From an optimization exercise on the open Yosys and OpenROAD flow, aimed at small area; shortcuts taken in it are not production practice.
RTL that was checked went through simulation tests only; none was proved equivalent to the original.
The flow treats the clock pin as an ideal source, which a real chip does not have.
Power and IR drop assume default switching activity.

==> flow/design.v <==
`timescale 1ns/1ps
`default_nettype none
module uart_fifo_tx
  #(
    parameter FIFO_DEPTH=16,
    parameter UART_CDIV=434
    )
   (
    input wire 	     clk,
    input wire 	     n_rst,
    input wire [7:0] data,
    input wire 	     n_wr,
    output wire      n_full,
    output wire      uart_tx
    );
   localparam N = FIFO_DEPTH;
   reg [8*N-1:0]     s;         
   reg [N-1:0] 	     v;         
   reg [7:0] 	     h;         
   reg 		     hv;        
   reg 		     held;      
   reg 		     sending;
   reg 		     tx_out;
   reg [8:0] 	     cnt;
   reg [3:0] 	     idx;
   wire 	     transit = held & ~hv;
   assign n_full = ~(&v) | transit;
   assign uart_tx = tx_out;
   wire 	     wr = ~n_wr & n_full;
   wire 	     take = ~held & (|v);
   wire [N:0] 	     rdy;
   assign rdy[N] = ~hv;
   genvar 	     i;
   generate
      for (i = 0; i < N; i = i + 1) begin : g_rdy
	 assign rdy[i] = ~v[i] | rdy[i+1];
      end
   endgenerate
   wire [8*N-1:0]    s_in = {s[8*N-9:0], data};
   wire [N-1:0]      v_in = {v[N-2:0], wr};
   integer 	     k;
   always @(posedge clk) begin
      for (k = 0; k < N; k = k + 1)
	if (rdy[k]) s[8*k +: 8] <= s_in[8*k +: 8];
      if (rdy[N]) h <= s[8*N-8 +: 8];
   end
   localparam [8:0] CNT_LAST = 9'd19;
   wire 	     bit_end = sending & (cnt[8:4] == CNT_LAST[8:4])
		       & (cnt[2:0] == CNT_LAST[2:0]);
   wire 	     idx_7 = ~idx[3] & (&idx[2:0]);
   wire 	     idx_8 = idx[3] & ~idx[0];
   wire 	     idx_9 = idx[3] & idx[0];
   wire 	     release_h = bit_end & idx_7;
   always @(posedge clk, negedge n_rst) begin
      if (~n_rst) begin
	 v <= 0;
	 hv <= 1'b0;
	 held <= 1'b0;
	 sending <= 1'b0;
	 tx_out <= 1'b1;
	 idx <= 0;
      end
      else begin
	 for (k = 0; k < N; k = k + 1)
	   if (rdy[k]) v[k] <= v_in[k];
	 if (bit_end) idx <= idx_9 ? 4'd0 : idx + 1'b1;
	 if (~hv) hv <= v[N-1];
	 else if (release_h) hv <= 1'b0;
	 if (take) held <= 1'b1;
	 else if (release_h) held <= 1'b0;
	 if (~sending) begin
	    if (take) begin
	       sending <= 1'b1;
	       tx_out <= 1'b0;
	    end
	 end
	 else if (bit_end) begin
	    if (~idx[3]) tx_out <= h[idx[2:0]];
	    else if (idx_8) tx_out <= 1'b1;
	    else if (held | take) tx_out <= 1'b0;
	    else sending <= 1'b0;
	 end
      end
   end
   always @(posedge clk) begin
      if (~sending | bit_end) cnt <= 0;
      else cnt <= {cnt[7:0], ~(cnt[8] ^ cnt[1])};
   end
endmodule
`default_nettype wire
Settings: LEC_CHECK=0, CAP_MARGIN=20, CORE_MARGIN=2, CORE_UTILIZATION=40, CTS_BUF_LIST=sky130_fd_sc_hd__clkbuf_8, SLEW_MARGIN=20; clock period 10.0 ns.
standard.sh (not shown) runs the stock make flow with config.mk's settings and CLKGATE_MAP_FILE= SYNTH_SCRIPT=/design/flow/synth_recipe.tcl, a recipe that flattens the netlist after the stock synthesis.
==> flow/flow/run.sh <==
#!/bin/bash
# The standard layout (standard.sh) with these changes:
# - clock tree synthesis without dummy load cells, with clkbuf_4 leaf buffers
#   under a clkbuf_16 root; leaf buffers with a large fanout become clkbuf_8
#   (flow/post_cts.tcl);
# - port buffers of the smallest buffer cell.
set -euo pipefail
here=$(pwd)
export CTS_ARGS="-sink_clustering_enable -repair_clock_nets -dont_use_dummy_load -root_buf sky130_fd_sc_hd__clkbuf_16 -buf_list sky130_fd_sc_hd__clkbuf_4"
export POST_CTS_TCL="$here/flow/post_cts.tcl"
export CLK_UPSIZE_FANOUT=13
export BUFFER_PORTS_ARGS="-buffer_cell sky130_fd_sc_hd__buf_1"
bash standard.sh finish > standard.log 2>&1
==> flow/flow/post_cts.tcl <==
# After clock tree synthesis: a clkbuf_4 that drives many clock pins becomes a
# clkbuf_8, so every flip-flop clock pin keeps a fast edge.
set n_up 0
foreach inst [[ord::get_db_block] getInsts] {
  if { [[$inst getMaster] getName] ne "sky130_fd_sc_hd__clkbuf_4" } { continue }
  set net [[$inst findITerm X] getNet]
  if { $net eq "NULL" } { continue }
  set fanout [expr { [llength [$net getITerms]] - 1 }]
  if { $fanout >= $::env(CLK_UPSIZE_FANOUT) } {
    replace_cell [$inst getName] sky130_fd_sc_hd__clkbuf_8
    incr n_up
  }
}
puts "post_cts: upsized $n_up clock buffers"
if { $n_up > 0 } {
  detailed_placement
  check_placement -verbose
}
The starting point finished clean.
Next try:
--- a/flow/design.v
+++ b/flow/design.v
@@ -43,28 +43,22 @@
       for (k = 0; k < N; k = k + 1)
 	if (rdy[k]) s[8*k +: 8] <= s_in[8*k +: 8];
       if (rdy[N]) h <= s[8*N-8 +: 8];
    end
-   localparam [8:0] CNT_LAST = 9'd19;
-   wire 	     bit_end = sending & (cnt[8:4] == CNT_LAST[8:4])
-		       & (cnt[2:0] == CNT_LAST[2:0]);
-   wire 	     idx_7 = ~idx[3] & (&idx[2:0]);
-   wire 	     idx_8 = idx[3] & ~idx[0];
-   wire 	     idx_9 = idx[3] & idx[0];
-   wire 	     release_h = bit_end & idx_7;
+   localparam [8:0] CNT_LAST = 9'd182;
+   wire 	     bit_end = (cnt == CNT_LAST);
+   wire 	     release_h = sending & bit_end & (idx == 4'd7);
    always @(posedge clk, negedge n_rst) begin
       if (~n_rst) begin
 	 v <= 0;
 	 hv <= 1'b0;
 	 held <= 1'b0;
 	 sending <= 1'b0;
 	 tx_out <= 1'b1;
-	 idx <= 0;
       end
       else begin
 	 for (k = 0; k < N; k = k + 1)
 	   if (rdy[k]) v[k] <= v_in[k];
-	 if (bit_end) idx <= idx_9 ? 4'd0 : idx + 1'b1;
 	 if (~hv) hv <= v[N-1];
 	 else if (release_h) hv <= 1'b0;
 	 if (take) held <= 1'b1;
 	 else if (release_h) held <= 1'b0;
@@ -74,17 +68,23 @@
 	       tx_out <= 1'b0;
 	    end
 	 end
 	 else if (bit_end) begin
-	    if (~idx[3]) tx_out <= h[idx[2:0]];
-	    else if (idx_8) tx_out <= 1'b1;
-	    else if (held | take) tx_out <= 1'b0;
-	    else sending <= 1'b0;
+	    case (idx)
+	      4'd8: tx_out <= 1'b1;
+	      4'd9: begin
+		 if (held | take) tx_out <= 1'b0;
+		 else sending <= 1'b0;
+	      end
+	      default: tx_out <= h[idx[2:0]];
+	    endcase
 	 end
       end
    end
    always @(posedge clk) begin
       if (~sending | bit_end) cnt <= 0;
-      else cnt <= {cnt[7:0], ~(cnt[8] ^ cnt[1])};
+      else cnt <= {cnt[7:0], ~(cnt[8] ^ cnt[4])};
+      if (~sending | (bit_end & (idx == 4'd9))) idx <= 0;
+      else if (bit_end) idx <= idx + 1'b1;
    end
 endmodule
 `default_nettype wire
=>
- critical path depth does not change
- setup slack improved by 0.098 ns
- die area is higher by 1.2%
- flip-flop and latch count is unchanged
- total power is lower by 3.7%
- global-route usage is higher by 0.41 points
- via count is higher by 2.2%
- clock skew is about the same
- routed wire length is higher by 1.1%
For the second run of this note, only the layout was checked, not whether the RTL still works.

## static timing again, ports no longer ideal
Ports are ideal in the flow. The routed layouts listed here were re-timed in OpenROAD. Step 1 sets driving cells, clkbuf_16 on the clock port and buf_2 on the other inputs (assumed; they add their load-dependent delay and slew). Step 2, shift: input delay + t, output delay - t, t = (earliest + latest rising clock arrival at the registers) / 2. This alone moves slack from input paths to output paths. a / b / c = ideal / step 1 / step 2; a / b = the first two.
| run | shift t [ns] | slack for setup (ns) | clock arrival spread, ns | worst data-port slew with drivers (ns) | cell pins on the clock port's net |
|---|---|---|---|---|---|
| the first run | 0.383 | 6.318 / 6.282 / 6.665 | 0.035 / 0.034 | 0.03 | 1 |
| the second run | 0.391 | 6.416 / 6.378 / 6.769 | 0.028 / 0.029 | 0.03 | 1 |
After both steps setup and hold are still met in every run listed.
